This is an optimization exercise on Yosys and OpenROAD, whose aim is small area and a short achievable clock period, not a production implementation. No functional check of the RTL was part of any run shown here. No activity file was given, so power comes from the tool's default toggle rates.

==> flow/design.v, too long to show whole: its modules and the start of the top module <==
// module systolic_2x2: 73 lines
// module pe: 34 lines
// module mul32_pipe: 1649 lines
// module pfx_add64pg: 453 lines
// module pfx_sum65: 453 lines
// module pfx_car33: 196 lines
// module fa3: 4 lines
// module ha2: 4 lines
module systolic_2x2 #(parameter DATA_TYPE = 3'b011) (
    input clk,
    input rst,
    input load_in,
    input [31:0] row_in_row0, row_in_row1,
    input [31:0] col_in_col0, col_in_col1,
    output [63:0] result_row00, result_row01, result_row10, result_row11,
    output carry_00, carry_01, carry_10, carry_11,
    output reg done,
    output reg valid_op
);
  // ...
==> flow/flow/run.sh <==
#!/bin/bash
# Own layout flow: the standard flow, except in synthesis:
#  - the prefix adder modules (pfx_*) and the tree's full/half adder modules
#    (fa3, ha2) are kept apart until the design is flattened at the end;
#  - ABC maps the accumulator adder, the other prefix adders and the rest of the
#    design with the scripts named in MY_ABC_PLAN / MY_ABC_MAIN below.
#  - clock tree synthesis adds no dummy loads (CTS_ARGS below).
# Every register, and everything else, is the standard flow's.
set -euo pipefail
W=$(pwd)
F=$W/flow
KEEP="pfx_car33 pfx_add64pg pfx_sum65 fa3 ha2"
# CTS as the standard flow runs it (same clustering as config.mk), without the
# dummy loads it adds at the tree's leaves
CTS="-sink_clustering_enable -repair_clock_nets -sink_clustering_size 28 -sink_clustering_max_diameter 80 -dont_use_dummy_load"
# same make call as standard.sh, with our synthesis script in place of synth_recipe.tcl
sed -e "s#SYNTH_SCRIPT=[^ ]*synth_recipe.tcl#SYNTH_SCRIPT=$W/my_synth.tcl#" \
    -e "s#CLKGATE_MAP_FILE= #CLKGATE_MAP_FILE= 'SYNTH_KEEP_MODULES=$KEEP' 'CTS_ARGS=$CTS' #" standard.sh > my_standard.sh
grep -q "SYNTH_SCRIPT=$W/my_synth.tcl" my_standard.sh
grep -q "SYNTH_KEEP_MODULES=" my_standard.sh
grep -q "CTS_ARGS=" my_standard.sh
sed "s#@FLOW_SYNTH@#$W/synth_recipe.tcl#" $F/my_synth.tcl.in > $W/my_synth.tcl
export MY_FLOW=$F
export MY_ABC_PLAN="adder_fast.abc pfx_sum65 adder_fast.abc pfx_car33 adder.abc pfx_add64pg"
export MY_ABC_MAIN=main.abc
bash my_standard.sh synth > $W/synth.log 2>&1
bash my_standard.sh finish > $W/layout.log 2>&1
test -f out/final.def
==> flow/flow/adder.abc <==
strash
dch
map -D 1600
buffer -c
topo
upsize -c
dnsize -c
==> flow/flow/adder_fast.abc <==
strash
dch
map
buffer -c
topo
upsize -c
dnsize -c
==> flow/flow/main.abc <==
strash
dch
map -D 2000
buffer -c
topo
upsize -c
dnsize -c
==> flow/flow/my_synth.tcl.in <==
# synth_recipe.tcl, with other ABC scripts: the prefix adders first (the
# accumulator's with its own script), then the rest of the design
proc abc {args} {
  set i [lsearch -exact $args -script]
  foreach {script mods} $::env(MY_ABC_PLAN) {
    set a $args
    lset a [expr {$i + 1}] $::env(MY_FLOW)/$script
    puts "own flow: abc with $script on $mods"
    yosys abc {*}$a {*}$mods
  }
  set a $args
  lset a [expr {$i + 1}] $::env(MY_FLOW)/$::env(MY_ABC_MAIN)
  puts "own flow: abc with $::env(MY_ABC_MAIN) on the rest"
  yosys abc {*}$a
}
source @FLOW_SYNTH@
==> flow/standard.sh <==
#!/bin/bash
# synth_recipe.tcl (not shown) runs the flow's synth.tcl, then flattens the netlist and writes it again
# the make line also repeats each setting of config.mk as NAME=value (left out here)
make -C /OpenROAD-flow-scripts/flow DESIGN_CONFIG=/design/flow/config.mk WORK_HOME=/design/flow/orfs CLKGATE_MAP_FILE= SYNTH_SCRIPT=/design/flow/synth_recipe.tcl "${@:-finish}"
==> flow/config.mk <==
export PLATFORM = sky130hd
export DESIGN_NAME = systolic_2x2
export DESIGN_NICKNAME = systolic_2x2
export VERILOG_FILES = /design/flow/design.v
export SDC_FILE = /design/flow/constraint.sdc
export NUM_CORES = 8
export LEC_CHECK = 0
export CAP_MARGIN = 20
export CELL_PAD_IN_SITES_DETAIL_PLACEMENT = 1
export CORE_MARGIN = 2
export CORE_UTILIZATION = 35
export CTS_CLUSTER_DIAMETER = 80
export CTS_CLUSTER_SIZE = 28
export PLACE_DENSITY = 0.5
export SETUP_SLACK_MARGIN = 2.4
export SLEW_MARGIN = 60
==> flow/constraint.sdc <==
create_clock -name core_clock -period 5.0 [get_ports {clk}]
set_input_delay 1.0000 -clock core_clock [delete_from_list [all_inputs] [get_ports {clk}]]
set_output_delay 1.0000 -clock core_clock [all_outputs]
set_load 0.01 [all_outputs]
==> impl_metrics.ini, run 1 <==
[pwr]
max-vdd-ir-drop_mv = 0.377
power_switching_mw = 37.0
switching_share_of_power = 0.306
total_power_mw = 121
p_leak_nw = 124
pg_seq_mw = 64.5
share_comb_of_total_power = 0.211

[cells_and_area]
final_cell_mix = sky130_fd_sc_hd__dfxtp_1 (5,862), sky130_fd_sc_hd__nand2_1 (2,157), sky130_fd_sc_hd__a22oi_1 (2,101)
layout.cells.non_filler = 33300
mostFrequentLayoutCell = sky130_fd_sc_hd__dfxtp_1
fin_area_sq_um = 286000

[timing]
postLayoutSetupSlackWorst_ns = 2.39
max_freq_mhz = 383
final_min_period_over_clock_period = 0.522
timing.max_slew.rel_slack = 0.535
setup_repair_after_global_routing_missed_its_margin = true
slew_viol_final = 0
fin_crit_ns = 2.61

[clock_network]
clock_path_buffers = 4
clock_tree_from_tritoncts = yes
numCtsBuffers = 391
setup_bufs_post_cts = 396
cts_root_buf = sky130_fd_sc_hd__clkbuf_16
clk_latency_ns = 1.08

[drt]
routed_wire_length_mm = 781

[synthesis]
simple_logic_cell_fraction_of_the_synthesized_area = 0.0696
syn_avg_cell_area_sq_um = 10.8
synth_top_cell_by_area = sky130_fd_sc_hd__dfxtp_1
syn-cell-area_sq_um = 254000

[floorplanning]
rows = 312
core-area_sq_um = 722000

[placement]
portBuffers = 392
numPlacedInstances = 32300
post_place_setup_slack_ns = 1.41

[worst_setup_path]
worst_setup_path_start_kind = flip-flop
path_cells = inv_4 > a22oi_1 > o221ai_1 > xor2_1 > fa_1 > fa_1
crit-reg2reg-launch = pe10.mul.s3n[0]

[worst_hold_path]
hold_class = reg2reg

[flow_run]
maxCapViolations = 0

[global_routing]
grtUsageTotal = 0.204

[outcome]
status = complete, no violations
==> inputs of run 2 (changes only) <==
--- a/flow/design.v
+++ b/flow/design.v
@@ -144,2 +144,3 @@
   reg [10:0] s1n, s2n, s3n, s4n, negn;
+  reg [31:0] tan;
   wire [3:0] g0 = {bb[2], bb[1], bb[0], 1'b0};
@@ -228,2 +229,3 @@
     s1[10] <= e_s110; s2[10] <= e_s210; s3[10] <= e_s310; s4[10] <= e_s410; neg[10] <= e_neg10;
+    tan <= ~da14;
     s1n[0] <= ~e_s10; s2n[0] <= ~e_s20; s3n[0] <= ~e_s30; s4n[0] <= ~e_s40; negn[0] <= ~e_neg0;
@@ -262,2 +264,3 @@
   wire s110h = ~s1n[10], s210h = ~s2n[10], s310h = ~s3n[10], s410h = ~s4n[10], neg10h = ~negn[10];
+  wire [31:0] tah = ~tan;
   wire pp0_0 = ((s10 & ta[0]) | (s30 & t3[0])) ^ neg0;
@@ -472,176 +475,176 @@
   wire nn5 = ~neg5;
-  wire pp6_0 = ((s16 & ta[0]) | (s36 & t3[0])) ^ neg6;
-  wire pp6_1 = ((s16 & ta[1]) | (s26 & ta[0]) | (s36 & t3[1])) ^ neg6;
-  wire pp6_2 = ((s16 & ta[2]) | (s26 & ta[1]) | (s36 & t3[2]) | (s46 & ta[0])) ^ neg6;
-  wire pp6_3 = ((s16 & ta[3]) | (s26 & ta[2]) | (s36 & t3[3]) | (s46 & ta[1])) ^ neg6;
-  wire pp6_4 = ((s16 & ta[4]) | (s26 & ta[3]) | (s36 & t3[4]) | (s46 & ta[2])) ^ neg6;
-  wire pp6_5 = ((s16 & ta[5]) | (s26 & ta[4]) | (s36 & t3[5]) | (s46 & ta[3])) ^ neg6;
-  wire pp6_6 = ((s16 & ta[6]) | (s26 & ta[5]) | (s36 & t3[6]) | (s46 & ta[4])) ^ neg6;
-  wire pp6_7 = ((s16 & ta[7]) | (s26 & ta[6]) | (s36 & t3[7]) | (s46 & ta[5])) ^ neg6;
-  wire pp6_8 = ((s16 & ta[8]) | (s26 & ta[7]) | (s36 & t3[8]) | (s46 & ta[6])) ^ neg6;
-  wire pp6_9 = ((s16 & ta[9]) | (s26 & ta[8]) | (s36 & t3[9]) | (s46 & ta[7])) ^ neg6;
-  wire pp6_10 = ((s16 & ta[10]) | (s26 & ta[9]) | (s36 & t3[10]) | (s46 & ta[8])) ^ neg6;
-  wire pp6_11 = ((s16 & ta[11]) | (s26 & ta[10]) | (s36 & t3[11]) | (s46 & ta[9])) ^ neg6;
-  wire pp6_12 = ((s16 & ta[12]) | (s26 & ta[11]) | (s36 & t3[12]) | (s46 & ta[10])) ^ neg6;
-  wire pp6_13 = ((s16 & ta[13]) | (s26 & ta[12]) | (s36 & t3[13]) | (s46 & ta[11])) ^ neg6;
-  wire pp6_14 = ((s16 & ta[14]) | (s26 & ta[13]) | (s36 & t3[14]) | (s46 & ta[12])) ^ neg6;
-  wire pp6_15 = ((s16 & ta[15]) | (s26 & ta[14]) | (s36 & t3[15]) | (s46 & ta[13])) ^ neg6;
-  wire pp6_16 = ((s16 & ta[16]) | (s26 & ta[15]) | (s36 & t3[16]) | (s46 & ta[14])) ^ neg6;
-  wire pp6_17 = ((s16h & ta[17]) | (s26h & ta[16]) | (s36h & t3[17]) | (s46h & ta[15])) ^ neg6h;
-  wire pp6_18 = ((s16h & ta[18]) | (s26h & ta[17]) | (s36h & t3[18]) | (s46h & ta[16])) ^ neg6h;
-  wire pp6_19 = ((s16h & ta[19]) | (s26h & ta[18]) | (s36h & t3[19]) | (s46h & ta[17])) ^ neg6h;
-  wire pp6_20 = ((s16h & ta[20]) | (s26h & ta[19]) | (s36h & t3[20]) | (s46h & ta[18])) ^ neg6h;
-  wire pp6_21 = ((s16h & ta[21]) | (s26h & ta[20]) | (s36h & t3[21]) | (s46h & ta[19])) ^ neg6h;
-  wire pp6_22 = ((s16h & ta[22]) | (s26h & ta[21]) | (s36h & t3[22]) | (s46h & ta[20])) ^ neg6h;
-  wire pp6_23 = ((s16h & ta[23]) | (s26h & ta[22]) | (s36h & t3[23]) | (s46h & ta[21])) ^ neg6h;
-  wire pp6_24 = ((s16h & ta[24]) | (s26h & ta[23]) | (s36h & t3[24]) | (s46h & ta[22])) ^ neg6h;
-  wire pp6_25 = ((s16h & ta[25]) | (s26h & ta[24]) | (s36h & t3[25]) | (s46h & ta[23])) ^ neg6h;
-  wire pp6_26 = ((s16h & ta[26]) | (s26h & ta[25]) | (s36h & t3[26]) | (s46h & ta[24])) ^ neg6h;
-  wire pp6_27 = ((s16h & ta[27]) | (s26h & ta[26]) | (s36h & t3[27]) | (s46h & ta[25])) ^ neg6h;
-  wire pp6_28 = ((s16h & ta[28]) | (s26h & ta[27]) | (s36h & t3[28]) | (s46h & ta[26])) ^ neg6h;
-  wire pp6_29 = ((s16h & ta[29]) | (s26h & ta[28]) | (s36h & t3[29]) | (s46h & ta[27])) ^ neg6h;
-  wire pp6_30 = ((s16h & ta[30]) | (s26h & ta[29]) | (s36h & t3[30]) | (s46h & ta[28])) ^ neg6h;
-  wire pp6_31 = ((s16h & ta[31]) | (s26h & ta[30]) | (s36h & t3[31]) | (s46h & ta[29])) ^ neg6h;
-  wire pp6_32 = ((s26h & ta[31]) | (s36h & t3[32]) | (s46h & ta[30])) ^ neg6h;
-  wire pp6_33 = ((s36h & t3[33]) | (s46h & ta[31])) ^ neg6h;
+  wire pp6_0 = ((s16 & tah[0]) | (s36 & t3[0])) ^ neg6;
+  wire pp6_1 = ((s16 & tah[1]) | (s26 & tah[0]) | (s36 & t3[1])) ^ neg6;
+  wire pp6_2 = ((s16 & tah[2]) | (s26 & tah[1]) | (s36 & t3[2]) | (s46 & tah[0])) ^ neg6;
+  wire pp6_3 = ((s16 & tah[3]) | (s26 & tah[2]) | (s36 & t3[3]) | (s46 & tah[1])) ^ neg6;
+  wire pp6_4 = ((s16 & tah[4]) | (s26 & tah[3]) | (s36 & t3[4]) | (s46 & tah[2])) ^ neg6;
+  wire pp6_5 = ((s16 & tah[5]) | (s26 & tah[4]) | (s36 & t3[5]) | (s46 & tah[3])) ^ neg6;
+  wire pp6_6 = ((s16 & tah[6]) | (s26 & tah[5]) | (s36 & t3[6]) | (s46 & tah[4])) ^ neg6;
+  wire pp6_7 = ((s16 & tah[7]) | (s26 & tah[6]) | (s36 & t3[7]) | (s46 & tah[5])) ^ neg6;
+  wire pp6_8 = ((s16 & tah[8]) | (s26 & tah[7]) | (s36 & t3[8]) | (s46 & tah[6])) ^ neg6;
+  wire pp6_9 = ((s16 & tah[9]) | (s26 & tah[8]) | (s36 & t3[9]) | (s46 & tah[7])) ^ neg6;
+  wire pp6_10 = ((s16 & tah[10]) | (s26 & tah[9]) | (s36 & t3[10]) | (s46 & tah[8])) ^ neg6;
+  wire pp6_11 = ((s16 & tah[11]) | (s26 & tah[10]) | (s36 & t3[11]) | (s46 & tah[9])) ^ neg6;
+  wire pp6_12 = ((s16 & tah[12]) | (s26 & tah[11]) | (s36 & t3[12]) | (s46 & tah[10])) ^ neg6;
+  wire pp6_13 = ((s16 & tah[13]) | (s26 & tah[12]) | (s36 & t3[13]) | (s46 & tah[11])) ^ neg6;
+  wire pp6_14 = ((s16 & tah[14]) | (s26 & tah[13]) | (s36 & t3[14]) | (s46 & tah[12])) ^ neg6;
+  wire pp6_15 = ((s16 & tah[15]) | (s26 & tah[14]) | (s36 & t3[15]) | (s46 & tah[13])) ^ neg6;
+  wire pp6_16 = ((s16 & tah[16]) | (s26 & tah[15]) | (s36 & t3[16]) | (s46 & tah[14])) ^ neg6;
+  wire pp6_17 = ((s16h & tah[17]) | (s26h & tah[16]) | (s36h & t3[17]) | (s46h & tah[15])) ^ neg6h;
+  wire pp6_18 = ((s16h & tah[18]) | (s26h & tah[17]) | (s36h & t3[18]) | (s46h & tah[16])) ^ neg6h;
+  wire pp6_19 = ((s16h & tah[19]) | (s26h & tah[18]) | (s36h & t3[19]) | (s46h & tah[17])) ^ neg6h;
+  wire pp6_20 = ((s16h & tah[20]) | (s26h & tah[19]) | (s36h & t3[20]) | (s46h & tah[18])) ^ neg6h;
+  wire pp6_21 = ((s16h & tah[21]) | (s26h & tah[20]) | (s36h & t3[21]) | (s46h & tah[19])) ^ neg6h;
+  wire pp6_22 = ((s16h & tah[22]) | (s26h & tah[21]) | (s36h & t3[22]) | (s46h & tah[20])) ^ neg6h;
+  wire pp6_23 = ((s16h & tah[23]) | (s26h & tah[22]) | (s36h & t3[23]) | (s46h & tah[21])) ^ neg6h;
+  wire pp6_24 = ((s16h & tah[24]) | (s26h & tah[23]) | (s36h & t3[24]) | (s46h & tah[22])) ^ neg6h;
+  wire pp6_25 = ((s16h & tah[25]) | (s26h & tah[24]) | (s36h & t3[25]) | (s46h & tah[23])) ^ neg6h;
+  wire pp6_26 = ((s16h & tah[26]) | (s26h & tah[25]) | (s36h & t3[26]) | (s46h & tah[24])) ^ neg6h;
+  wire pp6_27 = ((s16h & tah[27]) | (s26h & tah[26]) | (s36h & t3[27]) | (s46h & tah[25])) ^ neg6h;
+  wire pp6_28 = ((s16h & tah[28]) | (s26h & tah[27]) | (s36h & t3[28]) | (s46h & tah[26])) ^ neg6h;
+  wire pp6_29 = ((s16h & tah[29]) | (s26h & tah[28]) | (s36h & t3[29]) | (s46h & tah[27])) ^ neg6h;
+  wire pp6_30 = ((s16h & tah[30]) | (s26h & tah[29]) | (s36h & t3[30]) | (s46h & tah[28])) ^ neg6h;
+  wire pp6_31 = ((s16h & tah[31]) | (s26h & tah[30]) | (s36h & t3[31]) | (s46h & tah[29])) ^ neg6h;
+  wire pp6_32 = ((s26h & tah[31]) | (s36h & t3[32]) | (s46h & tah[30])) ^ neg6h;
+  wire pp6_33 = ((s36h & t3[33]) | (s46h & tah[31])) ^ neg6h;
   wire nn6 = ~neg6;
-  wire pp7_0 = ((s17 & ta[0]) | (s37 & t3[0])) ^ neg7;
-  wire pp7_1 = ((s17 & ta[1]) | (s27 & ta[0]) | (s37 & t3[1])) ^ neg7;
-  wire pp7_2 = ((s17 & ta[2]) | (s27 & ta[1]) | (s37 & t3[2]) | (s47 & ta[0])) ^ neg7;
-  wire pp7_3 = ((s17 & ta[3]) | (s27 & ta[2]) | (s37 & t3[3]) | (s47 & ta[1])) ^ neg7;
-  wire pp7_4 = ((s17 & ta[4]) | (s27 & ta[3]) | (s37 & t3[4]) | (s47 & ta[2])) ^ neg7;
-  wire pp7_5 = ((s17 & ta[5]) | (s27 & ta[4]) | (s37 & t3[5]) | (s47 & ta[3])) ^ neg7;
-  wire pp7_6 = ((s17 & ta[6]) | (s27 & ta[5]) | (s37 & t3[6]) | (s47 & ta[4])) ^ neg7;
-  wire pp7_7 = ((s17 & ta[7]) | (s27 & ta[6]) | (s37 & t3[7]) | (s47 & ta[5])) ^ neg7;
-  wire pp7_8 = ((s17 & ta[8]) | (s27 & ta[7]) | (s37 & t3[8]) | (s47 & ta[6])) ^ neg7;
-  wire pp7_9 = ((s17 & ta[9]) | (s27 & ta[8]) | (s37 & t3[9]) | (s47 & ta[7])) ^ neg7;
-  wire pp7_10 = ((s17 & ta[10]) | (s27 & ta[9]) | (s37 & t3[10]) | (s47 & ta[8])) ^ neg7;
-  wire pp7_11 = ((s17 & ta[11]) | (s27 & ta[10]) | (s37 & t3[11]) | (s47 & ta[9])) ^ neg7;
-  wire pp7_12 = ((s17 & ta[12]) | (s27 & ta[11]) | (s37 & t3[12]) | (s47 & ta[10])) ^ neg7;
-  wire pp7_13 = ((s17 & ta[13]) | (s27 & ta[12]) | (s37 & t3[13]) | (s47 & ta[11])) ^ neg7;
-  wire pp7_14 = ((s17 & ta[14]) | (s27 & ta[13]) | (s37 & t3[14]) | (s47 & ta[12])) ^ neg7;
-  wire pp7_15 = ((s17 & ta[15]) | (s27 & ta[14]) | (s37 & t3[15]) | (s47 & ta[13])) ^ neg7;
-  wire pp7_16 = ((s17 & ta[16]) | (s27 & ta[15]) | (s37 & t3[16]) | (s47 & ta[14])) ^ neg7;
-  wire pp7_17 = ((s17h & ta[17]) | (s27h & ta[16]) | (s37h & t3[17]) | (s47h & ta[15])) ^ neg7h;
-  wire pp7_18 = ((s17h & ta[18]) | (s27h & ta[17]) | (s37h & t3[18]) | (s47h & ta[16])) ^ neg7h;
-  wire pp7_19 = ((s17h & ta[19]) | (s27h & ta[18]) | (s37h & t3[19]) | (s47h & ta[17])) ^ neg7h;
-  wire pp7_20 = ((s17h & ta[20]) | (s27h & ta[19]) | (s37h & t3[20]) | (s47h & ta[18])) ^ neg7h;
-  wire pp7_21 = ((s17h & ta[21]) | (s27h & ta[20]) | (s37h & t3[21]) | (s47h & ta[19])) ^ neg7h;
-  wire pp7_22 = ((s17h & ta[22]) | (s27h & ta[21]) | (s37h & t3[22]) | (s47h & ta[20])) ^ neg7h;
-  wire pp7_23 = ((s17h & ta[23]) | (s27h & ta[22]) | (s37h & t3[23]) | (s47h & ta[21])) ^ neg7h;
-  wire pp7_24 = ((s17h & ta[24]) | (s27h & ta[23]) | (s37h & t3[24]) | (s47h & ta[22])) ^ neg7h;
-  wire pp7_25 = ((s17h & ta[25]) | (s27h & ta[24]) | (s37h & t3[25]) | (s47h & ta[23])) ^ neg7h;
-  wire pp7_26 = ((s17h & ta[26]) | (s27h & ta[25]) | (s37h & t3[26]) | (s47h & ta[24])) ^ neg7h;
-  wire pp7_27 = ((s17h & ta[27]) | (s27h & ta[26]) | (s37h & t3[27]) | (s47h & ta[25])) ^ neg7h;
-  wire pp7_28 = ((s17h & ta[28]) | (s27h & ta[27]) | (s37h & t3[28]) | (s47h & ta[26])) ^ neg7h;
-  wire pp7_29 = ((s17h & ta[29]) | (s27h & ta[28]) | (s37h & t3[29]) | (s47h & ta[27])) ^ neg7h;
-  wire pp7_30 = ((s17h & ta[30]) | (s27h & ta[29]) | (s37h & t3[30]) | (s47h & ta[28])) ^ neg7h;
-  wire pp7_31 = ((s17h & ta[31]) | (s27h & ta[30]) | (s37h & t3[31]) | (s47h & ta[29])) ^ neg7h;
-  wire pp7_32 = ((s27h & ta[31]) | (s37h & t3[32]) | (s47h & ta[30])) ^ neg7h;
-  wire pp7_33 = ((s37h & t3[33]) | (s47h & ta[31])) ^ neg7h;
+  wire pp7_0 = ((s17 & tah[0]) | (s37 & t3[0])) ^ neg7;
+  wire pp7_1 = ((s17 & tah[1]) | (s27 & tah[0]) | (s37 & t3[1])) ^ neg7;
+  wire pp7_2 = ((s17 & tah[2]) | (s27 & tah[1]) | (s37 & t3[2]) | (s47 & tah[0])) ^ neg7;
+  wire pp7_3 = ((s17 & tah[3]) | (s27 & tah[2]) | (s37 & t3[3]) | (s47 & tah[1])) ^ neg7;
+  wire pp7_4 = ((s17 & tah[4]) | (s27 & tah[3]) | (s37 & t3[4]) | (s47 & tah[2])) ^ neg7;
+  wire pp7_5 = ((s17 & tah[5]) | (s27 & tah[4]) | (s37 & t3[5]) | (s47 & tah[3])) ^ neg7;
+  wire pp7_6 = ((s17 & tah[6]) | (s27 & tah[5]) | (s37 & t3[6]) | (s47 & tah[4])) ^ neg7;
+  wire pp7_7 = ((s17 & tah[7]) | (s27 & tah[6]) | (s37 & t3[7]) | (s47 & tah[5])) ^ neg7;
+  wire pp7_8 = ((s17 & tah[8]) | (s27 & tah[7]) | (s37 & t3[8]) | (s47 & tah[6])) ^ neg7;
+  wire pp7_9 = ((s17 & tah[9]) | (s27 & tah[8]) | (s37 & t3[9]) | (s47 & tah[7])) ^ neg7;
+  wire pp7_10 = ((s17 & tah[10]) | (s27 & tah[9]) | (s37 & t3[10]) | (s47 & tah[8])) ^ neg7;
+  wire pp7_11 = ((s17 & tah[11]) | (s27 & tah[10]) | (s37 & t3[11]) | (s47 & tah[9])) ^ neg7;
+  wire pp7_12 = ((s17 & tah[12]) | (s27 & tah[11]) | (s37 & t3[12]) | (s47 & tah[10])) ^ neg7;
+  wire pp7_13 = ((s17 & tah[13]) | (s27 & tah[12]) | (s37 & t3[13]) | (s47 & tah[11])) ^ neg7;
+  wire pp7_14 = ((s17 & tah[14]) | (s27 & tah[13]) | (s37 & t3[14]) | (s47 & tah[12])) ^ neg7;
+  wire pp7_15 = ((s17 & tah[15]) | (s27 & tah[14]) | (s37 & t3[15]) | (s47 & tah[13])) ^ neg7;
+  wire pp7_16 = ((s17 & tah[16]) | (s27 & tah[15]) | (s37 & t3[16]) | (s47 & tah[14])) ^ neg7;
+  wire pp7_17 = ((s17h & tah[17]) | (s27h & tah[16]) | (s37h & t3[17]) | (s47h & tah[15])) ^ neg7h;
+  wire pp7_18 = ((s17h & tah[18]) | (s27h & tah[17]) | (s37h & t3[18]) | (s47h & tah[16])) ^ neg7h;
+  wire pp7_19 = ((s17h & tah[19]) | (s27h & tah[18]) | (s37h & t3[19]) | (s47h & tah[17])) ^ neg7h;
+  wire pp7_20 = ((s17h & tah[20]) | (s27h & tah[19]) | (s37h & t3[20]) | (s47h & tah[18])) ^ neg7h;
+  wire pp7_21 = ((s17h & tah[21]) | (s27h & tah[20]) | (s37h & t3[21]) | (s47h & tah[19])) ^ neg7h;
+  wire pp7_22 = ((s17h & tah[22]) | (s27h & tah[21]) | (s37h & t3[22]) | (s47h & tah[20])) ^ neg7h;
+  wire pp7_23 = ((s17h & tah[23]) | (s27h & tah[22]) | (s37h & t3[23]) | (s47h & tah[21])) ^ neg7h;
+  wire pp7_24 = ((s17h & tah[24]) | (s27h & tah[23]) | (s37h & t3[24]) | (s47h & tah[22])) ^ neg7h;
+  wire pp7_25 = ((s17h & tah[25]) | (s27h & tah[24]) | (s37h & t3[25]) | (s47h & tah[23])) ^ neg7h;
+  wire pp7_26 = ((s17h & tah[26]) | (s27h & tah[25]) | (s37h & t3[26]) | (s47h & tah[24])) ^ neg7h;
+  wire pp7_27 = ((s17h & tah[27]) | (s27h & tah[26]) | (s37h & t3[27]) | (s47h & tah[25])) ^ neg7h;
+  wire pp7_28 = ((s17h & tah[28]) | (s27h & tah[27]) | (s37h & t3[28]) | (s47h & tah[26])) ^ neg7h;
+  wire pp7_29 = ((s17h & tah[29]) | (s27h & tah[28]) | (s37h & t3[29]) | (s47h & tah[27])) ^ neg7h;
+  wire pp7_30 = ((s17h & tah[30]) | (s27h & tah[29]) | (s37h & t3[30]) | (s47h & tah[28])) ^ neg7h;
+  wire pp7_31 = ((s17h & tah[31]) | (s27h & tah[30]) | (s37h & t3[31]) | (s47h & tah[29])) ^ neg7h;
+  wire pp7_32 = ((s27h & tah[31]) | (s37h & t3[32]) | (s47h & tah[30])) ^ neg7h;
+  wire pp7_33 = ((s37h & t3[33]) | (s47h & tah[31])) ^ neg7h;
   wire nn7 = ~neg7;
-  wire pp8_0 = ((s18 & ta[0]) | (s38 & t3[0])) ^ neg8;
-  wire pp8_1 = ((s18 & ta[1]) | (s28 & ta[0]) | (s38 & t3[1])) ^ neg8;
-  wire pp8_2 = ((s18 & ta[2]) | (s28 & ta[1]) | (s38 & t3[2]) | (s48 & ta[0])) ^ neg8;
-  wire pp8_3 = ((s18 & ta[3]) | (s28 & ta[2]) | (s38 & t3[3]) | (s48 & ta[1])) ^ neg8;
-  wire pp8_4 = ((s18 & ta[4]) | (s28 & ta[3]) | (s38 & t3[4]) | (s48 & ta[2])) ^ neg8;
-  wire pp8_5 = ((s18 & ta[5]) | (s28 & ta[4]) | (s38 & t3[5]) | (s48 & ta[3])) ^ neg8;
-  wire pp8_6 = ((s18 & ta[6]) | (s28 & ta[5]) | (s38 & t3[6]) | (s48 & ta[4])) ^ neg8;
-  wire pp8_7 = ((s18 & ta[7]) | (s28 & ta[6]) | (s38 & t3[7]) | (s48 & ta[5])) ^ neg8;
-  wire pp8_8 = ((s18 & ta[8]) | (s28 & ta[7]) | (s38 & t3[8]) | (s48 & ta[6])) ^ neg8;
-  wire pp8_9 = ((s18 & ta[9]) | (s28 & ta[8]) | (s38 & t3[9]) | (s48 & ta[7])) ^ neg8;
-  wire pp8_10 = ((s18 & ta[10]) | (s28 & ta[9]) | (s38 & t3[10]) | (s48 & ta[8])) ^ neg8;
-  wire pp8_11 = ((s18 & ta[11]) | (s28 & ta[10]) | (s38 & t3[11]) | (s48 & ta[9])) ^ neg8;
-  wire pp8_12 = ((s18 & ta[12]) | (s28 & ta[11]) | (s38 & t3[12]) | (s48 & ta[10])) ^ neg8;
-  wire pp8_13 = ((s18 & ta[13]) | (s28 & ta[12]) | (s38 & t3[13]) | (s48 & ta[11])) ^ neg8;
-  wire pp8_14 = ((s18 & ta[14]) | (s28 & ta[13]) | (s38 & t3[14]) | (s48 & ta[12])) ^ neg8;
-  wire pp8_15 = ((s18 & ta[15]) | (s28 & ta[14]) | (s38 & t3[15]) | (s48 & ta[13])) ^ neg8;
-  wire pp8_16 = ((s18 & ta[16]) | (s28 & ta[15]) | (s38 & t3[16]) | (s48 & ta[14])) ^ neg8;
-  wire pp8_17 = ((s18h & ta[17]) | (s28h & ta[16]) | (s38h & t3[17]) | (s48h & ta[15])) ^ neg8h;
-  wire pp8_18 = ((s18h & ta[18]) | (s28h & ta[17]) | (s38h & t3[18]) | (s48h & ta[16])) ^ neg8h;
-  wire pp8_19 = ((s18h & ta[19]) | (s28h & ta[18]) | (s38h & t3[19]) | (s48h & ta[17])) ^ neg8h;
-  wire pp8_20 = ((s18h & ta[20]) | (s28h & ta[19]) | (s38h & t3[20]) | (s48h & ta[18])) ^ neg8h;
-  wire pp8_21 = ((s18h & ta[21]) | (s28h & ta[20]) | (s38h & t3[21]) | (s48h & ta[19])) ^ neg8h;
-  wire pp8_22 = ((s18h & ta[22]) | (s28h & ta[21]) | (s38h & t3[22]) | (s48h & ta[20])) ^ neg8h;
-  wire pp8_23 = ((s18h & ta[23]) | (s28h & ta[22]) | (s38h & t3[23]) | (s48h & ta[21])) ^ neg8h;
-  wire pp8_24 = ((s18h & ta[24]) | (s28h & ta[23]) | (s38h & t3[24]) | (s48h & ta[22])) ^ neg8h;
-  wire pp8_25 = ((s18h & ta[25]) | (s28h & ta[24]) | (s38h & t3[25]) | (s48h & ta[23])) ^ neg8h;
-  wire pp8_26 = ((s18h & ta[26]) | (s28h & ta[25]) | (s38h & t3[26]) | (s48h & ta[24])) ^ neg8h;
-  wire pp8_27 = ((s18h & ta[27]) | (s28h & ta[26]) | (s38h & t3[27]) | (s48h & ta[25])) ^ neg8h;
-  wire pp8_28 = ((s18h & ta[28]) | (s28h & ta[27]) | (s38h & t3[28]) | (s48h & ta[26])) ^ neg8h;
-  wire pp8_29 = ((s18h & ta[29]) | (s28h & ta[28]) | (s38h & t3[29]) | (s48h & ta[27])) ^ neg8h;
-  wire pp8_30 = ((s18h & ta[30]) | (s28h & ta[29]) | (s38h & t3[30]) | (s48h & ta[28])) ^ neg8h;
-  wire pp8_31 = ((s18h & ta[31]) | (s28h & ta[30]) | (s38h & t3[31]) | (s48h & ta[29])) ^ neg8h;
-  wire pp8_32 = ((s28h & ta[31]) | (s38h & t3[32]) | (s48h & ta[30])) ^ neg8h;
-  wire pp8_33 = ((s38h & t3[33]) | (s48h & ta[31])) ^ neg8h;
+  wire pp8_0 = ((s18 & tah[0]) | (s38 & t3[0])) ^ neg8;
+  wire pp8_1 = ((s18 & tah[1]) | (s28 & tah[0]) | (s38 & t3[1])) ^ neg8;
+  wire pp8_2 = ((s18 & tah[2]) | (s28 & tah[1]) | (s38 & t3[2]) | (s48 & tah[0])) ^ neg8;
+  wire pp8_3 = ((s18 & tah[3]) | (s28 & tah[2]) | (s38 & t3[3]) | (s48 & tah[1])) ^ neg8;
+  wire pp8_4 = ((s18 & tah[4]) | (s28 & tah[3]) | (s38 & t3[4]) | (s48 & tah[2])) ^ neg8;
+  wire pp8_5 = ((s18 & tah[5]) | (s28 & tah[4]) | (s38 & t3[5]) | (s48 & tah[3])) ^ neg8;
+  wire pp8_6 = ((s18 & tah[6]) | (s28 & tah[5]) | (s38 & t3[6]) | (s48 & tah[4])) ^ neg8;
+  wire pp8_7 = ((s18 & tah[7]) | (s28 & tah[6]) | (s38 & t3[7]) | (s48 & tah[5])) ^ neg8;
+  wire pp8_8 = ((s18 & tah[8]) | (s28 & tah[7]) | (s38 & t3[8]) | (s48 & tah[6])) ^ neg8;
+  wire pp8_9 = ((s18 & tah[9]) | (s28 & tah[8]) | (s38 & t3[9]) | (s48 & tah[7])) ^ neg8;
+  wire pp8_10 = ((s18 & tah[10]) | (s28 & tah[9]) | (s38 & t3[10]) | (s48 & tah[8])) ^ neg8;
+  wire pp8_11 = ((s18 & tah[11]) | (s28 & tah[10]) | (s38 & t3[11]) | (s48 & tah[9])) ^ neg8;
+  wire pp8_12 = ((s18 & tah[12]) | (s28 & tah[11]) | (s38 & t3[12]) | (s48 & tah[10])) ^ neg8;
+  wire pp8_13 = ((s18 & tah[13]) | (s28 & tah[12]) | (s38 & t3[13]) | (s48 & tah[11])) ^ neg8;
+  wire pp8_14 = ((s18 & tah[14]) | (s28 & tah[13]) | (s38 & t3[14]) | (s48 & tah[12])) ^ neg8;
+  wire pp8_15 = ((s18 & tah[15]) | (s28 & tah[14]) | (s38 & t3[15]) | (s48 & tah[13])) ^ neg8;
+  wire pp8_16 = ((s18 & tah[16]) | (s28 & tah[15]) | (s38 & t3[16]) | (s48 & tah[14])) ^ neg8;
+  wire pp8_17 = ((s18h & tah[17]) | (s28h & tah[16]) | (s38h & t3[17]) | (s48h & tah[15])) ^ neg8h;
+  wire pp8_18 = ((s18h & tah[18]) | (s28h & tah[17]) | (s38h & t3[18]) | (s48h & tah[16])) ^ neg8h;
+  wire pp8_19 = ((s18h & tah[19]) | (s28h & tah[18]) | (s38h & t3[19]) | (s48h & tah[17])) ^ neg8h;
+  wire pp8_20 = ((s18h & tah[20]) | (s28h & tah[19]) | (s38h & t3[20]) | (s48h & tah[18])) ^ neg8h;
+  wire pp8_21 = ((s18h & tah[21]) | (s28h & tah[20]) | (s38h & t3[21]) | (s48h & tah[19])) ^ neg8h;
+  wire pp8_22 = ((s18h & tah[22]) | (s28h & tah[21]) | (s38h & t3[22]) | (s48h & tah[20])) ^ neg8h;
+  wire pp8_23 = ((s18h & tah[23]) | (s28h & tah[22]) | (s38h & t3[23]) | (s48h & tah[21])) ^ neg8h;
+  wire pp8_24 = ((s18h & tah[24]) | (s28h & tah[23]) | (s38h & t3[24]) | (s48h & tah[22])) ^ neg8h;
+  wire pp8_25 = ((s18h & tah[25]) | (s28h & tah[24]) | (s38h & t3[25]) | (s48h & tah[23])) ^ neg8h;
+  wire pp8_26 = ((s18h & tah[26]) | (s28h & tah[25]) | (s38h & t3[26]) | (s48h & tah[24])) ^ neg8h;
+  wire pp8_27 = ((s18h & tah[27]) | (s28h & tah[26]) | (s38h & t3[27]) | (s48h & tah[25])) ^ neg8h;
+  wire pp8_28 = ((s18h & tah[28]) | (s28h & tah[27]) | (s38h & t3[28]) | (s48h & tah[26])) ^ neg8h;
+  wire pp8_29 = ((s18h & tah[29]) | (s28h & tah[28]) | (s38h & t3[29]) | (s48h & tah[27])) ^ neg8h;
+  wire pp8_30 = ((s18h & tah[30]) | (s28h & tah[29]) | (s38h & t3[30]) | (s48h & tah[28])) ^ neg8h;
+  wire pp8_31 = ((s18h & tah[31]) | (s28h & tah[30]) | (s38h & t3[31]) | (s48h & tah[29])) ^ neg8h;
+  wire pp8_32 = ((s28h & tah[31]) | (s38h & t3[32]) | (s48h & tah[30])) ^ neg8h;
+  wire pp8_33 = ((s38h & t3[33]) | (s48h & tah[31])) ^ neg8h;
   wire nn8 = ~neg8;
-  wire pp9_0 = ((s19 & ta[0]) | (s39 & t3[0])) ^ neg9;
-  wire pp9_1 = ((s19 & ta[1]) | (s29 & ta[0]) | (s39 & t3[1])) ^ neg9;
-  wire pp9_2 = ((s19 & ta[2]) | (s29 & ta[1]) | (s39 & t3[2]) | (s49 & ta[0])) ^ neg9;
-  wire pp9_3 = ((s19 & ta[3]) | (s29 & ta[2]) | (s39 & t3[3]) | (s49 & ta[1])) ^ neg9;
-  wire pp9_4 = ((s19 & ta[4]) | (s29 & ta[3]) | (s39 & t3[4]) | (s49 & ta[2])) ^ neg9;
-  wire pp9_5 = ((s19 & ta[5]) | (s29 & ta[4]) | (s39 & t3[5]) | (s49 & ta[3])) ^ neg9;
-  wire pp9_6 = ((s19 & ta[6]) | (s29 & ta[5]) | (s39 & t3[6]) | (s49 & ta[4])) ^ neg9;
-  wire pp9_7 = ((s19 & ta[7]) | (s29 & ta[6]) | (s39 & t3[7]) | (s49 & ta[5])) ^ neg9;
-  wire pp9_8 = ((s19 & ta[8]) | (s29 & ta[7]) | (s39 & t3[8]) | (s49 & ta[6])) ^ neg9;
-  wire pp9_9 = ((s19 & ta[9]) | (s29 & ta[8]) | (s39 & t3[9]) | (s49 & ta[7])) ^ neg9;
-  wire pp9_10 = ((s19 & ta[10]) | (s29 & ta[9]) | (s39 & t3[10]) | (s49 & ta[8])) ^ neg9;
-  wire pp9_11 = ((s19 & ta[11]) | (s29 & ta[10]) | (s39 & t3[11]) | (s49 & ta[9])) ^ neg9;
-  wire pp9_12 = ((s19 & ta[12]) | (s29 & ta[11]) | (s39 & t3[12]) | (s49 & ta[10])) ^ neg9;
-  wire pp9_13 = ((s19 & ta[13]) | (s29 & ta[12]) | (s39 & t3[13]) | (s49 & ta[11])) ^ neg9;
-  wire pp9_14 = ((s19 & ta[14]) | (s29 & ta[13]) | (s39 & t3[14]) | (s49 & ta[12])) ^ neg9;
-  wire pp9_15 = ((s19 & ta[15]) | (s29 & ta[14]) | (s39 & t3[15]) | (s49 & ta[13])) ^ neg9;
-  wire pp9_16 = ((s19 & ta[16]) | (s29 & ta[15]) | (s39 & t3[16]) | (s49 & ta[14])) ^ neg9;
-  wire pp9_17 = ((s19h & ta[17]) | (s29h & ta[16]) | (s39h & t3[17]) | (s49h & ta[15])) ^ neg9h;
-  wire pp9_18 = ((s19h & ta[18]) | (s29h & ta[17]) | (s39h & t3[18]) | (s49h & ta[16])) ^ neg9h;
-  wire pp9_19 = ((s19h & ta[19]) | (s29h & ta[18]) | (s39h & t3[19]) | (s49h & ta[17])) ^ neg9h;
-  wire pp9_20 = ((s19h & ta[20]) | (s29h & ta[19]) | (s39h & t3[20]) | (s49h & ta[18])) ^ neg9h;
-  wire pp9_21 = ((s19h & ta[21]) | (s29h & ta[20]) | (s39h & t3[21]) | (s49h & ta[19])) ^ neg9h;
-  wire pp9_22 = ((s19h & ta[22]) | (s29h & ta[21]) | (s39h & t3[22]) | (s49h & ta[20])) ^ neg9h;
-  wire pp9_23 = ((s19h & ta[23]) | (s29h & ta[22]) | (s39h & t3[23]) | (s49h & ta[21])) ^ neg9h;
-  wire pp9_24 = ((s19h & ta[24]) | (s29h & ta[23]) | (s39h & t3[24]) | (s49h & ta[22])) ^ neg9h;
-  wire pp9_25 = ((s19h & ta[25]) | (s29h & ta[24]) | (s39h & t3[25]) | (s49h & ta[23])) ^ neg9h;
-  wire pp9_26 = ((s19h & ta[26]) | (s29h & ta[25]) | (s39h & t3[26]) | (s49h & ta[24])) ^ neg9h;
-  wire pp9_27 = ((s19h & ta[27]) | (s29h & ta[26]) | (s39h & t3[27]) | (s49h & ta[25])) ^ neg9h;
-  wire pp9_28 = ((s19h & ta[28]) | (s29h & ta[27]) | (s39h & t3[28]) | (s49h & ta[26])) ^ neg9h;
-  wire pp9_29 = ((s19h & ta[29]) | (s29h & ta[28]) | (s39h & t3[29]) | (s49h & ta[27])) ^ neg9h;
-  wire pp9_30 = ((s19h & ta[30]) | (s29h & ta[29]) | (s39h & t3[30]) | (s49h & ta[28])) ^ neg9h;
-  wire pp9_31 = ((s19h & ta[31]) | (s29h & ta[30]) | (s39h & t3[31]) | (s49h & ta[29])) ^ neg9h;
-  wire pp9_32 = ((s29h & ta[31]) | (s39h & t3[32]) | (s49h & ta[30])) ^ neg9h;
-  wire pp9_33 = ((s39h & t3[33]) | (s49h & ta[31])) ^ neg9h;
+  wire pp9_0 = ((s19 & tah[0]) | (s39 & t3[0])) ^ neg9;
+  wire pp9_1 = ((s19 & tah[1]) | (s29 & tah[0]) | (s39 & t3[1])) ^ neg9;
+  wire pp9_2 = ((s19 & tah[2]) | (s29 & tah[1]) | (s39 & t3[2]) | (s49 & tah[0])) ^ neg9;
+  wire pp9_3 = ((s19 & tah[3]) | (s29 & tah[2]) | (s39 & t3[3]) | (s49 & tah[1])) ^ neg9;
+  wire pp9_4 = ((s19 & tah[4]) | (s29 & tah[3]) | (s39 & t3[4]) | (s49 & tah[2])) ^ neg9;
+  wire pp9_5 = ((s19 & tah[5]) | (s29 & tah[4]) | (s39 & t3[5]) | (s49 & tah[3])) ^ neg9;
+  wire pp9_6 = ((s19 & tah[6]) | (s29 & tah[5]) | (s39 & t3[6]) | (s49 & tah[4])) ^ neg9;
+  wire pp9_7 = ((s19 & tah[7]) | (s29 & tah[6]) | (s39 & t3[7]) | (s49 & tah[5])) ^ neg9;
+  wire pp9_8 = ((s19 & tah[8]) | (s29 & tah[7]) | (s39 & t3[8]) | (s49 & tah[6])) ^ neg9;
+  wire pp9_9 = ((s19 & tah[9]) | (s29 & tah[8]) | (s39 & t3[9]) | (s49 & tah[7])) ^ neg9;
+  wire pp9_10 = ((s19 & tah[10]) | (s29 & tah[9]) | (s39 & t3[10]) | (s49 & tah[8])) ^ neg9;
+  wire pp9_11 = ((s19 & tah[11]) | (s29 & tah[10]) | (s39 & t3[11]) | (s49 & tah[9])) ^ neg9;
+  wire pp9_12 = ((s19 & tah[12]) | (s29 & tah[11]) | (s39 & t3[12]) | (s49 & tah[10])) ^ neg9;
+  wire pp9_13 = ((s19 & tah[13]) | (s29 & tah[12]) | (s39 & t3[13]) | (s49 & tah[11])) ^ neg9;
+  wire pp9_14 = ((s19 & tah[14]) | (s29 & tah[13]) | (s39 & t3[14]) | (s49 & tah[12])) ^ neg9;
+  wire pp9_15 = ((s19 & tah[15]) | (s29 & tah[14]) | (s39 & t3[15]) | (s49 & tah[13])) ^ neg9;
+  wire pp9_16 = ((s19 & tah[16]) | (s29 & tah[15]) | (s39 & t3[16]) | (s49 & tah[14])) ^ neg9;
+  wire pp9_17 = ((s19h & tah[17]) | (s29h & tah[16]) | (s39h & t3[17]) | (s49h & tah[15])) ^ neg9h;
+  wire pp9_18 = ((s19h & tah[18]) | (s29h & tah[17]) | (s39h & t3[18]) | (s49h & tah[16])) ^ neg9h;
+  wire pp9_19 = ((s19h & tah[19]) | (s29h & tah[18]) | (s39h & t3[19]) | (s49h & tah[17])) ^ neg9h;
+  wire pp9_20 = ((s19h & tah[20]) | (s29h & tah[19]) | (s39h & t3[20]) | (s49h & tah[18])) ^ neg9h;
+  wire pp9_21 = ((s19h & tah[21]) | (s29h & tah[20]) | (s39h & t3[21]) | (s49h & tah[19])) ^ neg9h;
+  wire pp9_22 = ((s19h & tah[22]) | (s29h & tah[21]) | (s39h & t3[22]) | (s49h & tah[20])) ^ neg9h;
+  wire pp9_23 = ((s19h & tah[23]) | (s29h & tah[22]) | (s39h & t3[23]) | (s49h & tah[21])) ^ neg9h;
+  wire pp9_24 = ((s19h & tah[24]) | (s29h & tah[23]) | (s39h & t3[24]) | (s49h & tah[22])) ^ neg9h;
+  wire pp9_25 = ((s19h & tah[25]) | (s29h & tah[24]) | (s39h & t3[25]) | (s49h & tah[23])) ^ neg9h;
+  wire pp9_26 = ((s19h & tah[26]) | (s29h & tah[25]) | (s39h & t3[26]) | (s49h & tah[24])) ^ neg9h;
+  wire pp9_27 = ((s19h & tah[27]) | (s29h & tah[26]) | (s39h & t3[27]) | (s49h & tah[25])) ^ neg9h;
+  wire pp9_28 = ((s19h & tah[28]) | (s29h & tah[27]) | (s39h & t3[28]) | (s49h & tah[26])) ^ neg9h;
+  wire pp9_29 = ((s19h & tah[29]) | (s29h & tah[28]) | (s39h & t3[29]) | (s49h & tah[27])) ^ neg9h;
+  wire pp9_30 = ((s19h & tah[30]) | (s29h & tah[29]) | (s39h & t3[30]) | (s49h & tah[28])) ^ neg9h;
+  wire pp9_31 = ((s19h & tah[31]) | (s29h & tah[30]) | (s39h & t3[31]) | (s49h & tah[29])) ^ neg9h;
+  wire pp9_32 = ((s29h & tah[31]) | (s39h & t3[32]) | (s49h & tah[30])) ^ neg9h;
+  wire pp9_33 = ((s39h & t3[33]) | (s49h & tah[31])) ^ neg9h;
   wire nn9 = ~neg9;
-  wire pp10_0 = (s110 & ta[0]) | (s310 & t3[0]);
-  wire pp10_1 = (s110 & ta[1]) | (s210 & ta[0]) | (s310 & t3[1]);
-  wire pp10_2 = (s110 & ta[2]) | (s210 & ta[1]) | (s310 & t3[2]) | (s410 & ta[0]);
-  wire pp10_3 = (s110 & ta[3]) | (s210 & ta[2]) | (s310 & t3[3]) | (s410 & ta[1]);
-  wire pp10_4 = (s110 & ta[4]) | (s210 & ta[3]) | (s310 & t3[4]) | (s410 & ta[2]);
-  wire pp10_5 = (s110 & ta[5]) | (s210 & ta[4]) | (s310 & t3[5]) | (s410 & ta[3]);
-  wire pp10_6 = (s110 & ta[6]) | (s210 & ta[5]) | (s310 & t3[6]) | (s410 & ta[4]);
-  wire pp10_7 = (s110 & ta[7]) | (s210 & ta[6]) | (s310 & t3[7]) | (s410 & ta[5]);
-  wire pp10_8 = (s110 & ta[8]) | (s210 & ta[7]) | (s310 & t3[8]) | (s410 & ta[6]);
-  wire pp10_9 = (s110 & ta[9]) | (s210 & ta[8]) | (s310 & t3[9]) | (s410 & ta[7]);
-  wire pp10_10 = (s110 & ta[10]) | (s210 & ta[9]) | (s310 & t3[10]) | (s410 & ta[8]);
-  wire pp10_11 = (s110 & ta[11]) | (s210 & ta[10]) | (s310 & t3[11]) | (s410 & ta[9]);
-  wire pp10_12 = (s110 & ta[12]) | (s210 & ta[11]) | (s310 & t3[12]) | (s410 & ta[10]);
-  wire pp10_13 = (s110 & ta[13]) | (s210 & ta[12]) | (s310 & t3[13]) | (s410 & ta[11]);
-  wire pp10_14 = (s110 & ta[14]) | (s210 & ta[13]) | (s310 & t3[14]) | (s410 & ta[12]);
-  wire pp10_15 = (s110 & ta[15]) | (s210 & ta[14]) | (s310 & t3[15]) | (s410 & ta[13]);
-  wire pp10_16 = (s110 & ta[16]) | (s210 & ta[15]) | (s310 & t3[16]) | (s410 & ta[14]);
-  wire pp10_17 = (s110h & ta[17]) | (s210h & ta[16]) | (s310h & t3[17]) | (s410h & ta[15]);
-  wire pp10_18 = (s110h & ta[18]) | (s210h & ta[17]) | (s310h & t3[18]) | (s410h & ta[16]);
-  wire pp10_19 = (s110h & ta[19]) | (s210h & ta[18]) | (s310h & t3[19]) | (s410h & ta[17]);
-  wire pp10_20 = (s110h & ta[20]) | (s210h & ta[19]) | (s310h & t3[20]) | (s410h & ta[18]);
-  wire pp10_21 = (s110h & ta[21]) | (s210h & ta[20]) | (s310h & t3[21]) | (s410h & ta[19]);
-  wire pp10_22 = (s110h & ta[22]) | (s210h & ta[21]) | (s310h & t3[22]) | (s410h & ta[20]);
-  wire pp10_23 = (s110h & ta[23]) | (s210h & ta[22]) | (s310h & t3[23]) | (s410h & ta[21]);
-  wire pp10_24 = (s110h & ta[24]) | (s210h & ta[23]) | (s310h & t3[24]) | (s410h & ta[22]);
-  wire pp10_25 = (s110h & ta[25]) | (s210h & ta[24]) | (s310h & t3[25]) | (s410h & ta[23]);
-  wire pp10_26 = (s110h & ta[26]) | (s210h & ta[25]) | (s310h & t3[26]) | (s410h & ta[24]);
-  wire pp10_27 = (s110h & ta[27]) | (s210h & ta[26]) | (s310h & t3[27]) | (s410h & ta[25]);
-  wire pp10_28 = (s110h & ta[28]) | (s210h & ta[27]) | (s310h & t3[28]) | (s410h & ta[26]);
-  wire pp10_29 = (s110h & ta[29]) | (s210h & ta[28]) | (s310h & t3[29]) | (s410h & ta[27]);
-  wire pp10_30 = (s110h & ta[30]) | (s210h & ta[29]) | (s310h & t3[30]) | (s410h & ta[28]);
-  wire pp10_31 = (s110h & ta[31]) | (s210h & ta[30]) | (s310h & t3[31]) | (s410h & ta[29]);
-  wire pp10_32 = (s210h & ta[31]) | (s310h & t3[32]) | (s410h & ta[30]);
-  wire pp10_33 = (s310h & t3[33]) | (s410h & ta[31]);
+  wire pp10_0 = (s110 & tah[0]) | (s310 & t3[0]);
+  wire pp10_1 = (s110 & tah[1]) | (s210 & tah[0]) | (s310 & t3[1]);
+  wire pp10_2 = (s110 & tah[2]) | (s210 & tah[1]) | (s310 & t3[2]) | (s410 & tah[0]);
+  wire pp10_3 = (s110 & tah[3]) | (s210 & tah[2]) | (s310 & t3[3]) | (s410 & tah[1]);
+  wire pp10_4 = (s110 & tah[4]) | (s210 & tah[3]) | (s310 & t3[4]) | (s410 & tah[2]);
+  wire pp10_5 = (s110 & tah[5]) | (s210 & tah[4]) | (s310 & t3[5]) | (s410 & tah[3]);
+  wire pp10_6 = (s110 & tah[6]) | (s210 & tah[5]) | (s310 & t3[6]) | (s410 & tah[4]);
+  wire pp10_7 = (s110 & tah[7]) | (s210 & tah[6]) | (s310 & t3[7]) | (s410 & tah[5]);
+  wire pp10_8 = (s110 & tah[8]) | (s210 & tah[7]) | (s310 & t3[8]) | (s410 & tah[6]);
+  wire pp10_9 = (s110 & tah[9]) | (s210 & tah[8]) | (s310 & t3[9]) | (s410 & tah[7]);
+  wire pp10_10 = (s110 & tah[10]) | (s210 & tah[9]) | (s310 & t3[10]) | (s410 & tah[8]);
+  wire pp10_11 = (s110 & tah[11]) | (s210 & tah[10]) | (s310 & t3[11]) | (s410 & tah[9]);
+  wire pp10_12 = (s110 & tah[12]) | (s210 & tah[11]) | (s310 & t3[12]) | (s410 & tah[10]);
+  wire pp10_13 = (s110 & tah[13]) | (s210 & tah[12]) | (s310 & t3[13]) | (s410 & tah[11]);
+  wire pp10_14 = (s110 & tah[14]) | (s210 & tah[13]) | (s310 & t3[14]) | (s410 & tah[12]);
+  wire pp10_15 = (s110 & tah[15]) | (s210 & tah[14]) | (s310 & t3[15]) | (s410 & tah[13]);
+  wire pp10_16 = (s110 & tah[16]) | (s210 & tah[15]) | (s310 & t3[16]) | (s410 & tah[14]);
+  wire pp10_17 = (s110h & tah[17]) | (s210h & tah[16]) | (s310h & t3[17]) | (s410h & tah[15]);
+  wire pp10_18 = (s110h & tah[18]) | (s210h & tah[17]) | (s310h & t3[18]) | (s410h & tah[16]);
+  wire pp10_19 = (s110h & tah[19]) | (s210h & tah[18]) | (s310h & t3[19]) | (s410h & tah[17]);
+  wire pp10_20 = (s110h & tah[20]) | (s210h & tah[19]) | (s310h & t3[20]) | (s410h & tah[18]);
+  wire pp10_21 = (s110h & tah[21]) | (s210h & tah[20]) | (s310h & t3[21]) | (s410h & tah[19]);
+  wire pp10_22 = (s110h & tah[22]) | (s210h & tah[21]) | (s310h & t3[22]) | (s410h & tah[20]);
+  wire pp10_23 = (s110h & tah[23]) | (s210h & tah[22]) | (s310h & t3[23]) | (s410h & tah[21]);
+  wire pp10_24 = (s110h & tah[24]) | (s210h & tah[23]) | (s310h & t3[24]) | (s410h & tah[22]);
+  wire pp10_25 = (s110h & tah[25]) | (s210h & tah[24]) | (s310h & t3[25]) | (s410h & tah[23]);
+  wire pp10_26 = (s110h & tah[26]) | (s210h & tah[25]) | (s310h & t3[26]) | (s410h & tah[24]);
+  wire pp10_27 = (s110h & tah[27]) | (s210h & tah[26]) | (s310h & t3[27]) | (s410h & tah[25]);
+  wire pp10_28 = (s110h & tah[28]) | (s210h & tah[27]) | (s310h & t3[28]) | (s410h & tah[26]);
+  wire pp10_29 = (s110h & tah[29]) | (s210h & tah[28]) | (s310h & t3[29]) | (s410h & tah[27]);
+  wire pp10_30 = (s110h & tah[30]) | (s210h & tah[29]) | (s310h & t3[30]) | (s410h & tah[28]);
+  wire pp10_31 = (s110h & tah[31]) | (s210h & tah[30]) | (s310h & t3[31]) | (s410h & tah[29]);
+  wire pp10_32 = (s210h & tah[31]) | (s310h & t3[32]) | (s410h & tah[30]);
+  wire pp10_33 = (s310h & t3[33]) | (s410h & tah[31]);
   wire fs1, fc2;
==> flow/flow/run.sh (replaced) <==
#!/bin/bash
# Own layout flow: the standard flow, except in synthesis:
#  - the prefix adder modules (pfx_*) and the tree's full/half adder modules
#    (fa3, ha2) are kept apart until the design is flattened at the end;
#  - ABC maps the accumulator adder, the other prefix adders and the rest of the
#    design with the scripts named in MY_ABC_PLAN / MY_ABC_MAIN below.
# Every register, and everything after synthesis, is the standard flow's.
set -euo pipefail
W=$(pwd)
F=$W/flow
KEEP="pfx_car33 pfx_add64pg pfx_sum65 fa3 ha2"
# same make call as standard.sh, with our synthesis script in place of synth_recipe.tcl
sed -e "s#SYNTH_SCRIPT=[^ ]*synth_recipe.tcl#SYNTH_SCRIPT=$W/my_synth.tcl#" \
    -e "s#CLKGATE_MAP_FILE= #CLKGATE_MAP_FILE= 'SYNTH_KEEP_MODULES=$KEEP' #" standard.sh > my_standard.sh
grep -q "SYNTH_SCRIPT=$W/my_synth.tcl" my_standard.sh
grep -q "SYNTH_KEEP_MODULES=" my_standard.sh
sed "s#@FLOW_SYNTH@#$W/synth_recipe.tcl#" $F/my_synth.tcl.in > $W/my_synth.tcl
export MY_FLOW=$F
export MY_ABC_PLAN="adder_fast.abc pfx_sum65 adder_fast.abc pfx_car33 adder.abc pfx_add64pg"
export MY_ABC_MAIN=main.abc
bash my_standard.sh synth > $W/synth.log 2>&1
bash standard.sh finish > $W/layout.log 2>&1
test -f out/final.def
--- a/flow/config.mk
+++ b/flow/config.mk
@@ -11,6 +11,6 @@
 export CORE_UTILIZATION = 35
-export CTS_CLUSTER_DIAMETER = 80
-export CTS_CLUSTER_SIZE = 28
+export CTS_CLUSTER_DIAMETER = 70
+export CTS_CLUSTER_SIZE = 24
 export PLACE_DENSITY = 0.5
-export SETUP_SLACK_MARGIN = 2.4
+export SETUP_SLACK_MARGIN = 2.3
 export SLEW_MARGIN = 60
==> impl_metrics.ini, run 2 <==
[synthesis]
ys_async_sr_fraction = 0
ys_top_cells_by_area = sky130_fd_sc_hd__dfxtp_1 (53%), sky130_fd_sc_hd__fa_1 (8.7%), sky130_fd_sc_hd__xor2_1 (6.8%)
synth_top_cell_by_area = sky130_fd_sc_hd__dfxtp_1
number_of_synthesized_register_bits = 6910
synth_enable_flop_cells = 128
synth_top_cell_area_share = 0.528
synth_ff_type = sky130_fd_sc_hd__dfxtp_1
syn_avg_cell_area_sq_um = 10.8
post_synth_inst_count = 23900
syn-cell-area_sq_um = 257000
yosys_warnings = 6
synthDistinctLibCells = 73
yosys.cell_count.top_type = sky130_fd_sc_hd__dfxtp_1
share_of_the_yosys_chip_area_belonging_to_registers = 0.543
top_cell_types_by_occurrence_after_synthesis = sky130_fd_sc_hd__dfxtp_1 (6,782), sky130_fd_sc_hd__nand2_1 (2,062), sky130_fd_sc_hd__xor2_1 (2,008)

[drt]
drc = 0
route.antenna.remaining_nets = 0
drt_pre_antenna_iters = 6
drt-vias-per-instance = 5.01
dr.first_iter.drc_count = 13700
detailroute.via_count = 170000
route.detailed.wl_per_inst_microns = 22.8
routed_wire_length_mm = 775

[timing]
tightestPinTransition_ns = 0.689
setup_repair_after_global_routing_missed_its_margin = true
slew_viol_final = 0
tns_ns = 0
max_freq_mhz = 369
fin_crit_ns = 2.71
setup_viol = 0
timing.max_slew.rel_slack = 0.538
clock_skew_ns = 0.0849
final_min_period_over_clock_period = 0.542
final-hold-violation-count = 0

[flow_run]
maxCapViolations = 0

[clock_network]
clock_tree_from_tritoncts = yes
cts_root_buf = sky130_fd_sc_hd__clkbuf_16
numCtsBuffers = 461
clkSinkCount = 6910
clk_latency_ns = 1.10
clock_path_buffers = 4
cts.reportedPaths.clkPinSlew_ns = 0.09
htree_num_levels = 5

[cells_and_area]
flow.area_growth_from_synthesis_pct = 12.2
final_net_count = 25600
final_layout_size_suffix_gt1_frac = 0.128
filler_cell_count = 79100
final_cell_mix = sky130_fd_sc_hd__dfxtp_1 (5,953), sky130_fd_sc_hd__nand2_1 (2,061), sky130_fd_sc_hd__xor2_1 (1,994)
mostFrequentLayoutCell = sky130_fd_sc_hd__dfxtp_1

[worst_setup_path]
timing.critical_path.to_type = flip-flop
rrSetupSlack_ns = 2.29
worst_setup_path_start_kind = flip-flop
reg2reg_depth = 7
critical_path_maximum_fanout = 14
critPathRequiredTime_ns = 5.93
worst_r2r_endpoint = pe10.mul.r2_fs327
path_class = reg2reg
arrival_ns = 3.64
crit-reg2reg-launch = pe10.mul.s2n[2]

[pwr]
power_per_cell_area_nw_per_um2 = 452
max-vdd-ir-drop_mv = 0.411
p_leak_nw = 126
total_power_mw = 130

[worst_hold_path]
hold_path_startpoint = pe01.mul.db4[26]
hold_class = reg2reg
hold_path_depth = 0
whs_endpoint = pe01.mul.db5[26]

[placement]
portBuffers = 392
dp_hpwl_mm = 571
gpl.final_weighted_congestion = 0.911

[global_routing]
grt_start_max_net_pins = 82
gr-total-overflow = 0
grtUsageTotal = 0.201
wire_length_of_the_first_global_routing_pass_mm = 1150
initial_antenna_violation_count = 54
first_global_vias = 176000

[floorplanning]
fp.dieArea_sq_um = 742000
pin_count = 393
die_width_microns = 861
starting_density_of_the_core = 0.351
core-area_sq_um = 732000
rows = 314
die_h_microns = 861

[outcome]
status = complete, no violations
run 2: modules after synthesis, one instance, submodules excluded:
module / area [sq um] / copies in the design / cells inside / flip-flops and latches
fa3: 20.0 / 1124 / 1 / 0
pfx_car33: 1290 / 4 / 251 / 0
pfx_add64pg: 2320 / 4 / 397 / 0
pfx_sum65: 3950 / 4 / 732 / 0
systolic_2x2: 203000 / 1 / 17100 / 6910
ha2: 12.5 / 136 / 1 / 0
run 2: cell type report:
type                       count  area, sq um  area share
tap                         9796        12300      0.0424
antenna                       36         90.1    0.000312
clock buffer                 514        12000      0.0417
sequential                  6910       141000       0.489
inverter                    2008         7750      0.0268
clock inverter               268         3860      0.0134
multi-input combinational  13600       103000       0.356
timing repair buffer         892         8600      0.0298
timing repair inverter         1         7.51   0.0000260
run 2: worst max-delay path, cell delays in order, from the launching register on:
cell and delay (ns):
sky130_fd_sc_hd__dfxtp_1 0.46, sky130_fd_sc_hd__clkinvlp_4 0.17, sky130_fd_sc_hd__buf_12 0.17, sky130_fd_sc_hd__a22oi_1 0.16, sky130_fd_sc_hd__nand2_1 0.09, sky130_fd_sc_hd__xor2_1 0.48, sky130_fd_sc_hd__fa_1 0.55, sky130_fd_sc_hd__fa_1 0.48
run 2: repair_timing:
item	CTS	global route
gates resized for setup	1977	212
hold buffers	0	0
endpoints found under the setup margin	432	515
pin swaps	9	42
gates cloned	0	5
buffers inserted	253	110
run 2: logic make-up after synthesis:
family,after synthesis,synth area share
DFF,6910,0.543
AOI/OAI and AO/OA,5433,0.144
and+or+nand+nor,4323,0.0677
buffers and inverters,3458,0.0618
xor gates and xnor gates,2208,0.0752
adders and majority gates,1558,0.109
other,1,0.0000146
run 2: worst max path at each step:
stage / cells after the start / slack [ns] / startpoint / to
4_1_cts: 1 / 1.96 / pe00.pe_result[57] / result_row00[57]
3_5_place_dp: 8 / 1.48 / load_in / pe10.pe_result[49]
3_3_place_gp: 7 / 1.27 / load_in / pe11.pe_result[9]
2_1_floorplan: 7 / 2.86 / pe10.mul.s1[6] / pe10.mul.r2_fs271
6_report: 7 / 2.29 / pe10.mul.s2n[2] / pe10.mul.r2_fs327
5_1_grt: 6 / 2.26 / pe00.mul.s2n[5] / pe00.mul.r2_fs311
run 2: report_power, final:
part | switching [mW] | internal (mW) | leakage (nW) | total [mW]
clock | 21.5 | 19.0 | 7.68 | 40.5
combinational | 14.3 | 10.4 | 61.1 | 24.7
sequential | 4.90 | 60.3 | 57.3 | 65.2
run 2: metal layers:
layer | up-vias | global-route usage | wire length [microns]
li1 | 79000 | - | -
met1 | 84300 | 0.277 | 348000
met2 | 5627 | 0.317 | 343000
met3 | 1452 | 0.0322 | 47900
met4 | 6 | 0.0817 | 35500
met5 | - | 0 | 68
run 2: through the flow:
stage / setup WS [ns] / instance area [sq um] / utilization / hold WS, ns / cells
2_1_floorplan: 2.86 / 258000 / - / 0.310 / 24000
3_3_place_gp: 1.27 / 266000 / 0.364 / 0.310 / 32800
3_5_place_dp: 1.48 / 268000 / 0.366 / 0.313 / 32800
4_1_cts: 1.96 / 287000 / 0.392 / 0.302 / 33900
5_1_grt: 2.26 / 289000 / 0.394 / 0.294 / 34000
6_report: 2.29 / 289000 / 0.395 / 0.272 / 34000

[afterwards: timing with drivers on the ports]
How much do the figures lean on ideal ports? The routed layouts below were timed once more, with nothing changed but the port constraints. Step 1, drivers: a clkbuf_16 drives clk and a buf_2 each remaining input, both assumed. Step 2, shift: input delay + t, output delay - t, t = (earliest + latest rising clock arrival at the registers) / 2. This alone moves slack from input paths to output paths. Slacks: ideal / step 1 / step 2; pairs: ideal / step 1.
run	shift t [ns]	setup WS [ns]	latest minus earliest clock arrival (ns)	slew at the worst register clock pin (ns)
run 1	1.146	2.390 / 2.275 / 1.609	0.140 / 0.140	0.11 / 0.11
run 2	1.181	2.292 / 2.199 / 1.490	0.105 / 0.105	0.09 / 0.09
After both steps every run listed still meets setup and hold. The setup slack of run 2, which loses most, moves by -0.093 ns with the drivers and by -0.802 ns with both steps.
